From an optimization exercise on the open Yosys and OpenROAD flow, aimed at small area, a short achievable clock period and few clock cycles; shortcuts taken in it are not production practice. In this exercise RTL edits were held to simulation tests only and were not proved equivalent to the original.

job 2409:
Design Gcd, start of the top module:
module Gcd(
	input [15:0] d1,
	input [15:0] d2,
	input clk,
	input rst,
	input start,
	output ready,
	output [15:0] gcd,
	output finished_flag
);
reg [15:0] a;
reg [15:0] b;
reg        busy;
function [15:0] pfx;
	input [15:0] v;
	integer l, i;
	begin
		pfx = v;
		for (l = 0; l < 4; l = l + 1)
			for (i = 0; i < 16; i = i + 1)
				if ((i >> l) & 1)
					pfx[i] = pfx[i] | pfx[((i >> l) << l) - 1];
	end
endfunction
function [3:0] enc;
	input [15:0] h;
	begin
		enc[0] = |(h & 16'hAAAA);
		enc[1] = |(h & 16'hCCCC);
		enc[2] = |(h & 16'hF0F0);
		enc[3] = |(h & 16'hFF00);
	end
endfunction
wire [15:0] axb = a ^ b;
wire [15:0] p   = a | b;
wire [15:0] pp  = pfx(p);
wire [15:0] px  = pfx(axb);
wire done = ~px[15] | ~|a | ~|b;
assign ready         = ~busy | done;
assign finished_flag = busy & done;
assign gcd           = a | b;
wire [15:0] lo = p & ~{pp[14:0], 1'b0};      
wire [15:0] lx = axb & ~{px[14:0], 1'b0};    
wire b_even = ~|(b & lo);                    
wire [3:0] s = enc(lx) - enc(lo);
reg [15:0] cg, cp;
integer li, ii;
always @* begin
	cg = a & ~b;
	cp = ~axb;
	cg[0] = cg[0] | cp[0];    
	for (li = 0; li < 4; li = li + 1)
		for (ii = (2 << li) - 1; ii < 16; ii = ii + (2 << li)) begin
			cg[ii] = cg[ii] | (cp[ii] & cg[ii - (1 << li)]);
			cp[ii] = cp[ii] & cp[ii - (1 << li)];
		end
	for (li = 2; li >= 0; li = li - 1)
		for (ii = 3 * (1 << li) - 1; ii < 16; ii = ii + (2 << li)) begin
			cg[ii] = cg[ii] | (cp[ii] & cg[ii - (1 << li)]);
			cp[ii] = cp[ii] & cp[ii - (1 << li)];
		end
end
wire [15:0] dab    = ~axb ^ {cg[14:0], 1'b1};
wire        a_lt_b = ~cg[15];
wire [15:0] dabs   = dab ^ ({px[14:0], 1'b0} & {16{a_lt_b}});
wire [15:0] a_step   = dabs >> s;
wire        b_take_a = b_even | a_lt_b;
always @(posedge clk) begin
	if (ready) begin
		a <= d1;
		b <= d2;
	end else begin
		a <= a_step;
		if (b_take_a)
			b <= a;
	end
	if (~rst)
		busy <= 1'b0;
	else if (ready)
		busy <= start;
end
endmodule
Size in the first run: ~690 cells after synthesis, about 33 flip-flops, about 53 I/O pins.
Settings: LEC_CHECK=0, ABC_AREA=1, CAP_MARGIN=20, CORE_MARGIN=2, CORE_UTILIZATION=40, PLACE_DENSITY=0.6, SETUP_SLACK_MARGIN=1.6, SLEW_MARGIN=20; clock period 4.5 ns.
standard.sh (not shown) runs the stock make flow with config.mk's settings and CLKGATE_MAP_FILE= SYNTH_SCRIPT=/design/flow/synth_recipe.tcl, a recipe that flattens the netlist after the stock synthesis.
==> flow/flow/run.sh <==
#!/bin/bash
# Standard layout, except that synthesis leaves the adder cells (fa/ha) to
# abc instead of mapping them first (ADDER_MAP_FILE empty).
set -euo pipefail
bash standard.sh ADDER_MAP_FILE= synth > synth.log 2>&1
bash standard.sh > layout.log 2>&1
Testbench counts of job 2409, summed over its fixed seeds: cycles 21,896.
Modified inputs, job 1121 compared to job 2409
diff --git a/flow/config.mk b/flow/config.mk
--- a/flow/config.mk
+++ b/flow/config.mk
@@ -10,5 +10,5 @@
 export CORE_MARGIN = 2
-export CORE_UTILIZATION = 40
-export PLACE_DENSITY = 0.6
-export SETUP_SLACK_MARGIN = 1.6
+export CORE_UTILIZATION = 55
+export PLACE_DENSITY = 0.7
+export SETUP_SLACK_MARGIN = 0.8
 export SLEW_MARGIN = 20
[summary]
Floorplan check, job 1121 vs job 2409: die outline smaller in job 1121. Diff job 2409 -> job 1121: required time of the worst setup path decreased by 1070 ps relative to the old numbers, met1 demand-to-capacity share in global routing increased by 9.4 points relative to the old numbers, timing-limited maximum frequency decreased by about 16% relative to the old numbers, post-route standard cell area excluding fillers decreased by 13% relative to the old numbers. Across job 1121 and job 2409, the outcome is the same: a clean finish for every run.
--- input diff job 1121..job 157 ---
diff --git a/flow/config.mk b/flow/config.mk
--- a/flow/config.mk
+++ b/flow/config.mk
@@ -10,5 +10,5 @@
 export CORE_MARGIN = 2
-export CORE_UTILIZATION = 55
-export PLACE_DENSITY = 0.7
-export SETUP_SLACK_MARGIN = 0.8
+export CORE_UTILIZATION = 40
+export PLACE_DENSITY = 0.6
+export SETUP_SLACK_MARGIN = 2.0
 export SLEW_MARGIN = 20
[summary]
Job 157 ran to completion and came out clean on the timing, DRC and antenna checks. In job 157, the number of filler instances in the final layout came out 128 above the value in job 1121. Minimum setup slack among reg-to-reg paths sits higher in job 157 than in job 1121. Between job 1121 and job 157, the cell count went up. Compared to job 1121, job 157 has max-slew headroom at the worst pin 21 points higher. Taking job 1121 as the reference, in job 157 final design area excluding fillers +about 46%, post-route core utilization shows an increase of 2.3 points, global placer's final weighted congestion now smaller, count of clock-buffer cells in the layout now smaller. Relative to job 1121, number of gates resized after cts increased by 157 in job 157.
Modified inputs, job 6505 compared to job 157
==> flow/flow/run.sh <==
#!/bin/bash
# Standard layout, except:
# - synthesis leaves the adder cells (fa/ha) to abc instead of mapping them
#   first (ADDER_MAP_FILE empty), and abc runs flow/abc.script: ORFS's area
#   script without its final upsize/dnsize passes (the layout's own repair
#   sizes the cells);
# - the port buffers are sky130_fd_sc_hd__buf_1 instead of the cell
#   buffer_ports picks by itself (clkdlybuf4s50_1).
set -euo pipefail
here=$PWD
cat > my_synth.tcl <<TCL
proc abc {args} {
  set i [lsearch -exact \$args -script]
  if {\$i >= 0} { lset args [expr {\$i + 1}] $here/flow/abc.script }
  puts "abc with script $here/flow/abc.script"
  yosys abc {*}\$args
}
TCL
cat synth_recipe.tcl >> my_synth.tcl
bash standard.sh ADDER_MAP_FILE= SYNTH_SCRIPT=$here/my_synth.tcl synth > synth.log 2>&1
bash standard.sh "BUFFER_PORTS_ARGS=-buffer_cell sky130_fd_sc_hd__buf_1" > layout.log 2>&1
==> flow/flow/abc.script (new file) <==
strash
dch
map -B 0.9
topo
stime -c
buffer -c
diff --git a/flow/config.mk b/flow/config.mk
--- a/flow/config.mk
+++ b/flow/config.mk
@@ -12,3 +12,3 @@
 export PLACE_DENSITY = 0.6
-export SETUP_SLACK_MARGIN = 2.0
+export SETUP_SLACK_MARGIN = 1.2
 export SLEW_MARGIN = 20
--- outcome ---
Re met3 wire length: job 157 was higher than job 6505. Job 6505 ended up with a lower global routing usage summed across all routing layers than job 157 did. Looking at simple-gate area share of the yosys netlist, job 6505 sits 4.0 points below job 157. Job 6505 reached the final stage; the timing, DRC and antenna checks on its layout passed.

[afterwards: timing with drivers on the ports]
No port has a modelled driver above. Below, the same layouts with a new extraction and two added sets of constraints. Step 1 sets driving cells, clkbuf_16 on the clock port and buf_2 on the other inputs (assumed; they add their load-dependent delay and slew). Step 2 also shifts input and output timing later by t, the mid clock arrival at the registers, as if the neighbouring blocks saw the same clock. Three values: ideal, step 1, step 2; two values: the first two.
run	t, ns	setup WS [ns]	worst setup path after step 2
job 2409	0.323	1.536 / 1.536 / 1.536	register to register
job 1121	0.317	0.982 / 0.956 / 1.273	register to output
job 157	0.336	1.631 / 1.597 / 1.653	register to register
job 6505	0.328	1.369 / 1.341 / 1.382	register to register
After both steps every run listed still meets setup and hold.
